Source: an optimization exercise on an open RTL-to-GDS flow (aim: small area). Production flows keep margins and buffers that such runs may drop. Only simulation tests tie the RTL to the original design; equivalence was not proved. Power and IR drop assume default switching activity.

==> run a: inputs <==
## endeavour
module endeavour
  (
   input  wire         hardrstb,
   input  wire         softrstb,
   input  wire         clk,
   input  wire [4:0]   chipid_pads,
   input  wire [19:0]  efuse_chipid,
   output wire         do_efuse_load,
   input  wire         serialin,
   output wire         serialout,
   output wire         serialout_en,
   output wire         wstrobe,
   output wire         rstrobe,
   output wire         rshift,
   output wire [7:0]   addr,
   output wire [31:0]  wdata,
   input  wire [255:0] rdata
   );
export LEC_CHECK = 0
export CAP_MARGIN = 20
export CORE_MARGIN = 2
export CORE_UTILIZATION = 50
export SLEW_MARGIN = 20
create_clock -name core_clock -period 10.0 [get_ports {clk}]
standard.sh (not shown) runs the stock make flow with config.mk's settings and CLKGATE_MAP_FILE= SYNTH_SCRIPT=/design/flow/synth_recipe.tcl, a recipe that flattens the netlist after the stock synthesis.
==> flow/flow/run.sh <==
#!/bin/bash
# Layout flow: the standard flow (standard.sh), with three changes:
#  1. synthesis maps the logic with area-oriented ABC scripts
#     (flow/abc_*.script, via flow/abc_multi.tcl: each script is tried and
#     the smallest mapping is kept) instead of ORFS's speed script;
#     everything else in synthesis, including the flip-flop mapping, is the
#     standard one;
#  2. the port buffers inserted at global placement use the smallest buffer;
#  3. clock tree synthesis inserts no dummy (balancing) loads.
# Each tool's output goes to a log file in this folder and to ORFS's logs.
set -euo pipefail
W=$PWD
export ABC_SCRIPTS="$(ls "$W"/flow/abc_*.script | tr '\n' ' ')"
# synthesis script = synth_recipe.tcl, with yosys's abc command replaced
cat "$W/flow/abc_multi.tcl" "$W/synth_recipe.tcl" > "$W/area_synth.tcl"
sed "s#SYNTH_SCRIPT=[^ ]*#SYNTH_SCRIPT=$W/area_synth.tcl#" "$W/standard.sh" > "$W/area_standard.sh"
grep -q "SYNTH_SCRIPT=$W/area_synth.tcl" "$W/area_standard.sh"
export BUFFER_PORTS_ARGS="-buffer_cell sky130_fd_sc_hd__buf_1"
export CTS_ARGS="-sink_clustering_enable -repair_clock_nets -dont_use_dummy_load -buf_list sky130_fd_sc_hd__clkbuf_8"
bash "$W/area_standard.sh" > "$W/flow.log" 2>&1
==> flow/flow/abc_multi.tcl <==
# Replaces yosys's abc command: maps the logic once with each ABC script in
# ABC_SCRIPTS and keeps the mapping with the smallest cell area.
proc abc {args} {
  set lib ""
  set i [lsearch $args -liberty]
  if {$i >= 0} { set lib [lindex $args [expr {$i + 1}]] }
  set si [lsearch $args -script]
  yosys design -save abc_pre
  set best_area 1e18
  set best_script ""
  foreach s $::env(ABC_SCRIPTS) {
    yosys design -load abc_pre
    set a $args
    lset a [expr {$si + 1}] $s
    yosys abc {*}$a
    set f $::env(OBJECTS_DIR)/abc_area.txt
    yosys tee -q -o $f stat -liberty $lib
    set fh [open $f r]; set txt [read $fh]; close $fh
    regexp {Chip area for module[^:]*: ([0-9.]+)} $txt -> area
    puts "ABC script $s: area $area"
    if {$area < $best_area} {
      set best_area $area
      set best_script $s
      yosys design -save abc_best
    }
  }
  puts "ABC: keeping the mapping of $best_script (area $best_area)"
  yosys design -load abc_best
}
==> flow/flow/abc_s7.script <==
&get -n
&st
&dch -f
&nf -a -R 50
&st
&dch -f
&nf -a -R 50
&st
&dch -f
&nf -a -R 50
&put
topo
dnsize -c
==> flow/flow/abc_t1.script <==
&get -n
&st
&dch -f
&nf -a -p -R 100
&st
&dch -f
&nf -a -p -R 100
&st
&dch -f
&nf -a -p -R 100
&put
topo
dnsize -c
==> flow/flow/abc_u2.script <==
&get -n
&st
&dc2
&dch -f
&nf -a -p -R 100
&st
&dc2
&dch -f
&nf -a -p -R 100
&st
&dc2
&dch -f
&nf -a -p -R 100
&put
topo
dnsize -c
==> flow/flow/abc_u4.script <==
&get -n
&st
&dc2
&dch -f
&nf -a -p -R 100
&st
&dc2
&dch -f
&nf -a -p -R 100
&st
&dc2
&dch -f
&nf -a -p -R 100
&st
&dc2
&dch -f
&nf -a -p -R 100
&st
&dc2
&dch -f
&nf -a -p -R 100
&put
topo
dnsize -c
==> flow/flow/abc_u6.script <==
&get -n
&st
&dc2
&dc2
&dch -f
&nf -a -p -R 100
&st
&dc2
&dc2
&dch -f
&nf -a -p -R 100
&st
&dc2
&dc2
&dch -f
&nf -a -p -R 100
&put
topo
dnsize -c
==> inputs of run b, as changes to run a <==
--- a/flow/design.v
+++ b/flow/design.v
@@ -131,18 +131,17 @@
         if (word_shift && !k_lt3 && !k_ge8) begin
             idm <= (idm || k_3) && (in_bit == commid_bit);
             id1 <= (id1 || k_3) && in_bit;
         end
     end
-    reg  [39:0] sreg_n;    
-    wire [39:0] sreg = ~sreg_n;
+    reg  [39:0] sreg;
     wire hdr_phase = !bitcount[5] && !bitcount[4];
     wire sreg_shift = (word_shift && k_ge8 && k_lt48) ||
                       (st_rd4 && !ticks[5]) || (st_rloop && !hdr_phase);
     wire sreg_in = (st_rd4 & rdat) | in_bit;
     always @(posedge clk) begin
-        if (sreg_shift) sreg_n <= {sreg_n[38:0], !sreg_in};
+        if (sreg_shift) sreg <= {sreg[38:0], sreg_in};
     end
     reg [7:0] crcacc;
     always @(posedge clk) begin
         if (word_shift)
             crcacc <= {crcacc[6:0], (crcacc[7] & k_ge8) ^ in_bit};
==> flow/flow/run.sh (replaced) <==
#!/bin/bash
# Layout flow: the standard flow (standard.sh), with three changes:
#  1. synthesis maps the logic with an area-oriented ABC script
#     (flow/area.script) instead of ORFS's speed script; everything else in
#     synthesis, including the flip-flop mapping, is the standard one;
#  2. the port buffers inserted at global placement use the smallest buffer;
#  3. clock tree synthesis inserts no dummy (balancing) loads.
# Each tool's output goes to a log file in this folder and to ORFS's logs.
set -euo pipefail
W=$PWD
# synthesis script = synth_recipe.tcl, with the ABC script swapped
{
  echo "proc abc {args} {"
  echo "  set i [lsearch \$args -script]"
  echo "  if {\$i >= 0} { lset args [expr {\$i + 1}] $W/flow/area.script }"
  echo "  yosys abc {*}\$args"
  echo "}"
  cat "$W/synth_recipe.tcl"
} > "$W/area_synth.tcl"
sed "s#SYNTH_SCRIPT=[^ ]*#SYNTH_SCRIPT=$W/area_synth.tcl#" "$W/standard.sh" > "$W/area_standard.sh"
grep -q "SYNTH_SCRIPT=$W/area_synth.tcl" "$W/area_standard.sh"
export BUFFER_PORTS_ARGS="-buffer_cell sky130_fd_sc_hd__buf_1"
export CTS_ARGS="-sink_clustering_enable -repair_clock_nets -dont_use_dummy_load -buf_list sky130_fd_sc_hd__clkbuf_8"
bash "$W/area_standard.sh" > "$W/flow.log" 2>&1
==> flow/flow/area.script (new file) <==
&get -n
&st
&dc2
&dch -f
&nf -a -p -R 100
&st
&dc2
&dch -f
&nf -a -p -R 100
&st
&dc2
&dch -f
&nf -a -p -R 100
&put
topo
dnsize -c
removed: flow/flow/abc_multi.tcl
removed: flow/flow/abc_s7.script
removed: flow/flow/abc_t1.script
removed: flow/flow/abc_u2.script
removed: flow/flow/abc_u4.script
removed: flow/flow/abc_u6.script
==> summary of the runs <==
- Final cell count is about the same in run b and run a.
- In combinational power, run a is at 13 times the value of run b.
- Clock-buffer cell count is the same in run a and run b.
- Of run b and run a, run a has the higher global-route usage (gap 2.2 points).
- Synthesized cell count: run a is smaller than run b (about 1.3%).
- Between run a and run b, the lower via count is in run b (gap 4.4%, measured against run b).
- Against run b, the power of run a is larger by 140%.
- Between run a and run b, the lower core utilization is in run b (gap 0.31 points).

========
==> run Z <==
endeavour, a different RTL version from the one above (not shown whole).
==> flow/config.mk <==
export PLATFORM = sky130hd
export DESIGN_NAME = endeavour
export DESIGN_NICKNAME = endeavour
export VERILOG_FILES = /design/flow/design.v
export SDC_FILE = /design/flow/constraint.sdc
export NUM_CORES = 4
export LEC_CHECK = 0
export CAP_MARGIN = 20
export CORE_MARGIN = 2
export CORE_UTILIZATION = 40
export SLEW_MARGIN = 20
==> flow/constraint.sdc <==
create_clock -name core_clock -period 10.0 [get_ports {clk}]
set_input_delay 2.0000 -clock core_clock [delete_from_list [all_inputs] [get_ports {clk}]]
set_output_delay 2.0000 -clock core_clock [all_outputs]
set_load 0.01 [all_outputs]
run.sh (not shown) runs the stock make flow with config.mk's settings and CLKGATE_MAP_FILE= SYNTH_SCRIPT=/design/flow/synth_recipe.tcl, a recipe that flattens the netlist after the stock synthesis.
Stock flow here: none of the scripts above is used.
==> run Y (differences from run Z) <==
==> flow/flow/run.sh (new file) <==
#!/bin/bash
set -o pipefail
export BUFFER_PORTS_ARGS="-buffer_cell sky130_fd_sc_hd__buf_1"
bash standard.sh > standard.log 2>&1
==> flow/standard.sh (new file) <==
#!/bin/bash
# synth_recipe.tcl (not shown) runs the flow's synth.tcl, then flattens the netlist and writes it again
# the make line also repeats each setting of config.mk as NAME=value (left out here)
make -C /OpenROAD-flow-scripts/flow DESIGN_CONFIG=/design/flow/config.mk WORK_HOME=/design/flow/orfs CLKGATE_MAP_FILE= SYNTH_SCRIPT=/design/flow/synth_recipe.tcl "${@:-finish}"
removed: flow/run.sh
==> run H (differences from run Z) <==
--- a/flow/design.v
+++ b/flow/design.v
@@ -61,13 +61,14 @@
       WRCMD=5'd12, SETIDCMD=5'd13, SETIDCMD1=5'd14, RDCMD=5'd15,
       RDCMD1=5'd16, RDCMD2=5'd17, RDCMD3=5'd18, RDCMD4=5'd19,
       RDCMD5=5'd20, RDCMD9=5'd21, REPLY=5'd22, REPLYLOOP=5'd23,
       SEND_DIT=5'd24, SEND_DAH=5'd25, SEND_BITGAP=5'd26, EFUSECMD=5'd27,
       EOFQUIET=5'd28, ERROR=5'd29, ERROR_EFL=5'd30;
     reg [4:0] fsm, fsm_d;
-    reg [4:0] commid;
+    reg [4:0] commid_n;    
+    wire [4:0] commid = ~commid_n;
     reg       commid_known, commid_frozen;
     reg [4:0] din_sync;
     reg       din;
     always @(posedge clk or negedge rstb) begin
         if (!rstb) begin
             din_sync <= 5'b0;
@@ -98,69 +99,100 @@
         if (fsm == WAIT_FIRSTBIT || fsm == REPLY)
             bitcount <= 6'd0;
         else if (got || st_real || st_rloop)
             bitcount <= bitcount + 1'b1;
     end
     reg [7:0] rdaddr;
-    wire rdat = rdata[rdaddr];
-    reg  [55:0] sreg;
-    wire sreg_shift = got | (st_real & !bc56) | (st_rd4 & !ticks[5]) |
-                      st_rloop;
-    wire sreg_in = (st_rd4 & rdat) | st_dah;
-    always @(posedge clk) begin
-        if (sreg_shift) sreg <= {sreg[54:0], sreg_in};
-    end
-    wire [2:0]  cmd     = sreg[55:53];
-    wire [4:0]  id      = sreg[52:48];
-    wire [19:0] efuseid = sreg[35:16];
-    wire [4:0]  padid   = sreg[12:8];
-    wire crcok = ((sreg[55:48] ^ sreg[47:40] ^ sreg[39:32] ^ sreg[31:24] ^
-                   sreg[23:16] ^ sreg[15:8] ^ sreg[7:0]) == 8'd0);
-    wire id_match = commid_known && (id == commid);
+    wire [7:0]  rsel1 = 8'd1 << rdaddr[2:0];
+    wire [7:0]  rsel2 = 8'd1 << rdaddr[5:3];
+    wire [31:0] rgrp1;
+    wire [3:0]  rgrp2;
+    genvar gi;
+    generate for (gi = 0; gi < 32; gi = gi + 1) begin : RG1
+        assign rgrp1[gi] = |(rdata[gi*8 +: 8] & rsel1);
+    end endgenerate
+    generate for (gi = 0; gi < 4; gi = gi + 1) begin : RG2
+        assign rgrp2[gi] = |(rgrp1[gi*8 +: 8] & rsel2);
+    end endgenerate
+    wire rdat = rgrp2[rdaddr[7:6]];
+    wire word_shift = got | (st_real & !bc56);
+    wire in_bit = st_dah;
+    wire k_lt3  = (bitcount[5:2] == 4'd0) && !(bitcount[1] && bitcount[0]);
+    wire k_ge8  = |bitcount[5:3];
+    wire k_lt48 = !(bitcount[5] && bitcount[4]);
+    wire k_3    = (bitcount == 6'd3);
+    reg [2:0] cmd;
+    always @(posedge clk) begin
+        if (word_shift && k_lt3) cmd <= {cmd[1:0], in_bit};
+    end
+    reg idm, id1;   
+    wire [2:0] idpos = 3'd7 - bitcount[2:0];    
+    wire commid_bit = commid[idpos];
+    always @(posedge clk) begin
+        if (word_shift && !k_lt3 && !k_ge8) begin
+            idm <= (idm || k_3) && (in_bit == commid_bit);
+            id1 <= (id1 || k_3) && in_bit;
+        end
+    end
+    reg  [39:0] sreg;
+    wire hdr_phase = !bitcount[5] && !bitcount[4];
+    wire sreg_shift = (word_shift && k_ge8 && k_lt48) ||
+                      (st_rd4 && !ticks[5]) || (st_rloop && !hdr_phase);
+    wire sreg_in = (st_rd4 & rdat) | in_bit;
+    always @(posedge clk) begin
+        if (sreg_shift) sreg <= {sreg[38:0], sreg_in};
+    end
+    reg [7:0] crcacc;
+    always @(posedge clk) begin
+        if (word_shift)
+            crcacc <= {crcacc[6:0], (crcacc[7] & k_ge8) ^ in_bit};
+    end
+    wire [19:0] efuseid = sreg[27:8];
+    wire [4:0]  padid   = sreg[4:0];
+    wire crcok = (crcacc == 8'd0);
+    wire id_match = commid_known && idm;
     wire efid_ones = (efuseid == 20'hfffff);
     wire pad_ones  = (padid == 5'b11111);
     wire setid_match = !commid_frozen &&
          ((efuseid == efuse_chipid && pad_ones) ||
           (efid_ones && padid == chipid_pads));
-    wire efuseload_match = efid_ones && sreg[44:40] == 5'b11111 && pad_ones;
-    wire setid_fixed = sreg[55:45] == 11'b11011111111 &&
-                       sreg[39:36] == 4'b1111 && sreg[15:13] == 3'b111;
+    wire newid_ones = (sreg[36:32] == 5'b11111);
+    wire efuseload_match = efid_ones && newid_ones && pad_ones;
+    wire setid_fixed = cmd == 3'b110 && id1 && sreg[39:37] == 3'b111 &&
+                       sreg[31:28] == 4'b1111 && sreg[7:5] == 3'b111;
     wire len56 = (ticks[6:0] == 7'd66);
     wire len16 = (ticks[6:0] == 7'd106);
     wire len8  = (ticks[6:0] == 7'd114);
     wire acc_efuse = cmd == 3'b110 && len56 && efuseload_match && crcok;
     wire acc_setid = cmd == 3'b110 && len56 && setid_match && crcok;
     wire acc_wr    = cmd == 3'b111 && len56 && id_match && crcok;
     wire acc_rd    = cmd[2:1] == 2'b10 && (cmd[0] ? len16 : len8) && id_match;
-    reg rlong;
-    always @(posedge clk) begin
-        if (fsm == EOT) rlong <= !sreg[54];
-    end
+    wire rlong = !cmd[1];
     reg [2:0] seqnum;
     always @(posedge clk or negedge rstb) begin
         if (!rstb)
             seqnum <= 3'd0;
         else if (fsm == EOT && (acc_efuse | acc_setid | acc_wr | acc_rd))
             seqnum <= seqnum + 1'b1;
     end
     always @(posedge clk or negedge rstb) begin
         if (!rstb)
             rdaddr <= 8'd0;
         else if (fsm == RDCMD)
-            rdaddr <= sreg[53] ? sreg[47:40] : rdaddr + 8'd1;
+            rdaddr <= cmd[0] ? sreg[39:32] : rdaddr + 8'd1;
     end
     always @(posedge clk or negedge hardrstb) begin
         if (!hardrstb) begin
-            commid        <= 5'b11111;
+            commid_n      <= 5'b00000;
             commid_known  <= 1'b0;
             commid_frozen <= 1'b0;
         end else if (fsm == SETIDCMD && setid_fixed) begin
-            commid        <= sreg[44:40];
+            commid_n      <= ~sreg[36:32];
             commid_known  <= 1'b1;
             commid_frozen <= 1'b1;
-        end else if (fsm == EFUSECMD && setid_fixed && sreg[44:40] == 5'b11111)
+        end else if (fsm == EFUSECMD && setid_fixed && newid_ones)
         begin
             commid_frozen <= 1'b0;
         end
     end
     reg rd_mode, wr_mode;
     always @(posedge clk or negedge rstb) begin
@@ -171,21 +203,20 @@
             if (fsm == RDCMD2)   rd_mode <= 1'b1;
             else if (st_rloop)   rd_mode <= 1'b0;
             if (fsm == WRCMD)    wr_mode <= 1'b1;
             else if (st_rloop)   wr_mode <= 1'b0;
         end
     end
-    assign addr  = rd_mode ? rdaddr : (wr_mode ? sreg[47:40] : 8'd0);
-    assign wdata = wr_mode ? sreg[39:8] : 32'd0;
+    assign addr  = rd_mode ? rdaddr : (wr_mode ? sreg[39:32] : 8'd0);
+    assign wdata = wr_mode ? sreg[31:0] : 32'd0;
     assign wstrobe = wr_mode && fsm == SEND_BITGAP && ticks[4:0] == 5'd0;
     assign rstrobe = (fsm == RDCMD3);
     assign rshift  = (fsm == RDCMD4) || (fsm == RDCMD5);
     assign do_efuse_load = (fsm == ERROR_EFL);
     wire [15:0] hdr = {commid, seqnum, rdaddr};
-    wire hdr_phase = !bitcount[5] && !bitcount[4];
-    wire rbit = hdr_phase ? hdr[~bitcount[3:0]] : sreg[47];
+    wire rbit = hdr_phase ? hdr[~bitcount[3:0]] : sreg[31];
     wire rdone = rlong ? (bitcount[5] & bitcount[4]) : bitcount[3];
     reg dout, douten;
     always @(posedge clk or negedge rstb) begin
         if (!rstb) begin
             dout   <= 1'b0;
             douten <= 1'b0;
@@ -296,13 +327,13 @@
           end
           SEND_BITGAP: begin
               ticks_keep = 1'b1;
               fsm_d = ticks[4] ? REPLYLOOP : SEND_BITGAP;
           end
           EFUSECMD:
-              fsm_d = (setid_fixed && sreg[44:40] == 5'b11111) ?
+              fsm_d = (setid_fixed && newid_ones) ?
                       ERROR_EFL : ERROR;
           default:       fsm_d = START;
         endcase
     end
 endmodule
 `default_nettype wire
==> flow/flow/run.sh (new file) <==
#!/bin/bash
set -o pipefail
export BUFFER_PORTS_ARGS="-buffer_cell sky130_fd_sc_hd__buf_1"
bash standard.sh > standard.log 2>&1
==> flow/standard.sh (new file) <==
#!/bin/bash
# synth_recipe.tcl (not shown) runs the flow's synth.tcl, then flattens the netlist and writes it again
# the make line also repeats each setting of config.mk as NAME=value (left out here)
make -C /OpenROAD-flow-scripts/flow DESIGN_CONFIG=/design/flow/config.mk WORK_HOME=/design/flow/orfs CLKGATE_MAP_FILE= SYNTH_SCRIPT=/design/flow/synth_recipe.tcl "${@:-finish}"
Settings changed: CORE_UTILIZATION 40 to 60.
removed: flow/run.sh
==> notes <==
- Clock skew: run H < run Y < run Z.
- In run H the clock power is lower than in run Z, by about 2%.
- Register-to-register slack: run Y is lower than run H (0.06 ns).
- Synthesized cell count: run H is larger than run Z (about 6%).
- Final area, lowest first: run H, run Y, run Z.
- Between run Z and run Y, the lower first-iteration DRC count is in run Z (gap about 23%, measured against run Y).
- Against run H, the sequential power of run Z is higher by 5.7%.
- Of run H and run Z, run Z has the higher final cell count (gap 6.6%, measured against run Z).

[port drivers added, routing unchanged]
Ports are ideal in the flow. The routed layouts listed here were re-timed in OpenROAD. Step 1: set_driving_cell puts a clkbuf_16 on clk and a buf_2 on each other input, an assumption about the parent block. Step 2, shift: input delay + t, output delay - t, t = (earliest + latest rising clock arrival at the registers) / 2. This alone moves slack from input paths to output paths. Slacks: no drivers / after step 1 / after step 2; pairs: no drivers / after step 1.
| run | t (ns) | setup slack, ns | clock arrival spread, ns | worst data-port slew with drivers (ns) | pins driven straight from the clock port |
|---|---|---|---|---|---|
| run a | 0.405 | 4.607 / 4.570 / 4.975 | 0.029 / 0.028 | 0.11 | 1 |
| run b | 0.397 | 4.289 / 4.255 / 4.652 | 0.026 / 0.026 | 0.16 | 1 |
| run Z | 0.393 | 5.451 / 5.410 / 5.698 | 0.016 / 0.015 | 0.11 | 1 |
| run Y | 0.396 | 5.859 / 5.817 / 6.028 | 0.013 / 0.013 | 0.10 | 1 |
| run H | 0.387 | 5.548 / 5.510 / 5.768 | 0.009 / 0.010 | 0.11 | 1 |
After both steps setup and hold are still met in every run listed.
